This design comes from an exercise in tuning for small area, a short achievable clock period and few clock cycles per item on the open sky130 flow, not from production work.

==> 01-11 <==
// apb_master
module apb_master(
  input pclk,
  input preset,
  input [31:0]paddr,
  input pwrite,
  input [2:0]pprot,
  input [31:0]pwdata,
  input [3:0]pstrb,
  output reg [31:0]prdata,
  output pslverr,
  output reg penable,
  output reg [3:0]psel,
  output reg pready
);
  wire req = |paddr;
  wire [31:0] rdata;
  storage m1(pclk, preset & req & pwrite, {paddr[31:30], paddr[4:0]}, pwdata, pstrb, rdata);
  assign pslverr = 1'b0;
  always @(*) begin
    pready  = req;
    penable = req;
    psel    = 4'b0001 << paddr[31:30];
    prdata  = rdata;
  end
endmodule
==> module storage, before the edit <==
module storage(input pclk, input we, input [6:0] addr, input [31:0] wdata,
               input [3:0] strb, output reg [31:0] rdata);
  reg [31:0] memory [0:127];
  wire [3:0] be = (strb == 4'b0) ? 4'b1111 : strb;
  wire [127:0] wl = 128'b1 << addr;
  integer i;
  always @(posedge pclk) begin
    for (i = 0; i < 128; i = i + 1) begin
      if (we & wl[i]) begin
        if (be[0]) memory[i][7:0]   <= wdata[7:0];
        if (be[1]) memory[i][15:8]  <= wdata[15:8];
        if (be[2]) memory[i][23:16] <= wdata[23:16];
        if (be[3]) memory[i][31:24] <= wdata[31:24];
      end
    end
  end
  always @(*) begin
    rdata = 32'b0;
    for (i = 0; i < 128; i = i + 1)
      rdata = rdata | (memory[i] & {32{wl[i]}});
  end
endmodule
==> module apb_master, before the edit <==
module apb_master(
  input pclk,
  input preset,
  input [31:0]paddr,
  input pwrite,
  input [2:0]pprot,
  input [31:0]pwdata,
  input [3:0]pstrb,
  output reg [31:0]prdata,
  output pslverr,
  output reg penable,
  output reg [3:0]psel,
  output reg pready
);
  wire req = |paddr;
  wire [31:0] rdata;
  storage m1(pclk, preset & req & pwrite, {paddr[31:30], paddr[4:0]}, pwdata, pstrb, rdata);
  assign pslverr = 1'b0;
  always @(*) begin
    pready  = req;
    penable = req;
    psel    = 4'b0001 << paddr[31:30];
    prdata  = rdata;
  end
endmodule
clock: 8.0 ns
lec_check: 0
cap_margin: 20
core_margin: 2
core_utilization: 60
place_density: 0.7
setup_slack_margin: 2.5
slew_margin: 20
run.sh (not shown) runs the stock make flow with config.mk's settings and CLKGATE_MAP_FILE= SYNTH_SCRIPT=/design/flow/synth_recipe.tcl, a recipe that flattens the netlist after the stock synthesis.
==> 10-01: changes against 01-11 <==
==> flow/design.v (replaced) <==
module rd_aoi3(input [31:0] d0, input [31:0] d1, input [31:0] d2,
               input s0, input s1, input s2, output [31:0] y);
  assign y = ~((d0 & {32{s0}}) | (d1 & {32{s1}}) | (d2 & {32{s2}}));
endmodule
module rd_aoi2(input [31:0] d0, input [31:0] d1, input s0, input s1,
               output [31:0] y);
  assign y = ~((d0 & {32{s0}}) | (d1 & {32{s1}}));
endmodule
module rd_nand4(input [31:0] a, input [31:0] b, input [31:0] c, input [31:0] d,
                output [31:0] y);
  assign y = ~(a & b & c & d);
endmodule
module rd_nand3(input [31:0] a, input [31:0] b, input [31:0] c, output [31:0] y);
  assign y = ~(a & b & c);
endmodule
module rd_nor4(input [31:0] a, input [31:0] b, input [31:0] c, input [31:0] d,
               output [31:0] y);
  assign y = ~(a | b | c | d);
endmodule
module rd_nor3(input [31:0] a, input [31:0] b, input [31:0] c, output [31:0] y);
  assign y = ~(a | b | c);
endmodule
module apb_master(
  input pclk,
  input preset,
  input [31:0]paddr,
  input pwrite,
  input [2:0]pprot,
  input [31:0]pwdata,
  input [3:0]pstrb,
  output reg [31:0]prdata,
  output pslverr,
  output reg penable,
  output reg [3:0]psel,
  output reg pready
);
  wire req = |paddr;
  wire [6:0] addr = {paddr[31:30], paddr[4:0]};
  wire [127:0] wl = 128'b1 << addr;
  wire [3:0] be = (pstrb == 4'b0) ? 4'b1111 : pstrb;
  wire [3:0] wen = {4{preset & req & pwrite}} & be;
  reg [31:0] memory [0:127];
  integer i;
  always @(posedge pclk) begin
    for (i = 0; i < 128; i = i + 1) begin
      if (wl[i] & wen[0]) memory[i][7:0]   <= pwdata[7:0];
      if (wl[i] & wen[1]) memory[i][15:8]  <= pwdata[15:8];
      if (wl[i] & wen[2]) memory[i][23:16] <= pwdata[23:16];
      if (wl[i] & wen[3]) memory[i][31:24] <= pwdata[31:24];
    end
  end
  wire [31:0] g [0:42];
  genvar k;
  generate
    for (k = 0; k < 42; k = k + 1) begin : l1
      rd_aoi3 u(memory[3*k], memory[3*k+1], memory[3*k+2],
                wl[3*k], wl[3*k+1], wl[3*k+2], g[k]);
    end
  endgenerate
  rd_aoi2 l1_last(memory[126], memory[127], wl[126], wl[127], g[42]);
  wire [31:0] h [0:10];
  generate
    for (k = 0; k < 10; k = k + 1) begin : l2
      rd_nand4 u(g[4*k], g[4*k+1], g[4*k+2], g[4*k+3], h[k]);
    end
  endgenerate
  rd_nand3 l2_last(g[40], g[41], g[42], h[10]);
  wire [31:0] k0, k1, k2, rdata;
  rd_nor4 l3_0(h[0], h[1], h[2], h[3], k0);
  rd_nor4 l3_1(h[4], h[5], h[6], h[7], k1);
  rd_nor3 l3_2(h[8], h[9], h[10], k2);
  rd_nand3 l4(k0, k1, k2, rdata);
  assign pslverr = 1'b0;
  always @(*) begin
    pready  = req;
    penable = req;
    psel    = 4'b0001 << paddr[31:30];
    prdata  = rdata;
  end
endmodule
==> flow/flow/run.sh (new file) <==
#!/bin/bash
# Layout: the standard flow, with the resizer allowed to change a cell's
# footprint (drive strength) while repairing timing.
set -euo pipefail
bash standard.sh MATCH_CELL_FOOTPRINT=0 finish > standard_flow.log 2>&1
==> flow/standard.sh (new file) <==
#!/bin/bash
# synth_recipe.tcl (not shown) runs the flow's synth.tcl, then flattens the netlist and writes it again
# the make line also repeats each setting of config.mk as NAME=value (left out here)
make -C /OpenROAD-flow-scripts/flow DESIGN_CONFIG=/design/flow/config.mk WORK_HOME=/design/flow/orfs CLKGATE_MAP_FILE= SYNTH_SCRIPT=/design/flow/synth_recipe.tcl "${@:-finish}"
--- a/flow/config.mk
+++ b/flow/config.mk
@@ -7,7 +7,9 @@
 export LEC_CHECK = 0
 export CAP_MARGIN = 20
 export CORE_MARGIN = 2
-export CORE_UTILIZATION = 60
-export PLACE_DENSITY = 0.7
-export SETUP_SLACK_MARGIN = 2.5
+export CORE_UTILIZATION = 45
+export PLACE_DENSITY = 0.6
+export SETUP_SLACK_MARGIN = 2.0
 export SLEW_MARGIN = 20
+export SYNTH_HIERARCHICAL = 1
+export SYNTH_MINIMUM_KEEP_SIZE = 0
removed: flow/run.sh
==> run notes <==
Synthesis Warnings: 10-01 9; 01-11 3
Status: 10-01 timing/DRC/antenna clean; 01-11 did not finish
Stage where the flow stopped: 10-01 -; 01-11 global routing (5_1_grt)
Area fraction in compound gates after synthesis: 10-01 0.0924; 01-11 0.111
Effective utilization at floorplan: 10-01 0.451; 01-11 0.604
Postcts setup bufs: 10-01 179; 01-11 395
Share of synthesized area occupied by flip-flops and latches: 10-01 0.827; 01-11 0.802
CTS Buf Count: 10-01 401; 01-11 414
Dpl cells: 10-01 11,619; 01-11 13,185
Dpl ws: 10-01 -291 ps; 01-11 128 ps
Mux contribution to synthesized area: 10-01 0; 01-11 0.0133
Number of nets produced by synthesis: 10-01 7,317; 01-11 9,017
Standard-cell rows: 10-01 211; 01-11 185
Syn Area/Cell: 10-01 20.5 sq um; 01-11 17.2 sq um
No run of this note included a check of the RTL's function; only the layout flow was run.

## port drivers added, routing unchanged
How much do the figures lean on ideal ports? The routed layout below was timed once more, with nothing changed but the port constraints.
Step 1 sets driving cells, clkbuf_16 on the clock port and buf_2 on the other inputs (assumed; they add their load-dependent delay and slew).
Step 2 times the ports against the registers' clock, not the clock port: input delays grow and output delays shrink by t, the midpoint of the rising clock arrivals with the driver on.
Three values: ideal ports, drivers, drivers and shift; two values: the first two.
run: 10-01
t (ns): 1.060
slack for setup (ns): 1.440 / 1.275 / 1.275
worst hold slack (ns): 1.081 / 0.997 / 2.057
latest minus earliest clock arrival (ns): 0.075 / 0.074
cell pins on the clock port's net: 1
After both steps setup and hold are still met in 10-01. The setup slack of 10-01 moves by -0.165 ns with the drivers and by -0.165 ns with both steps.
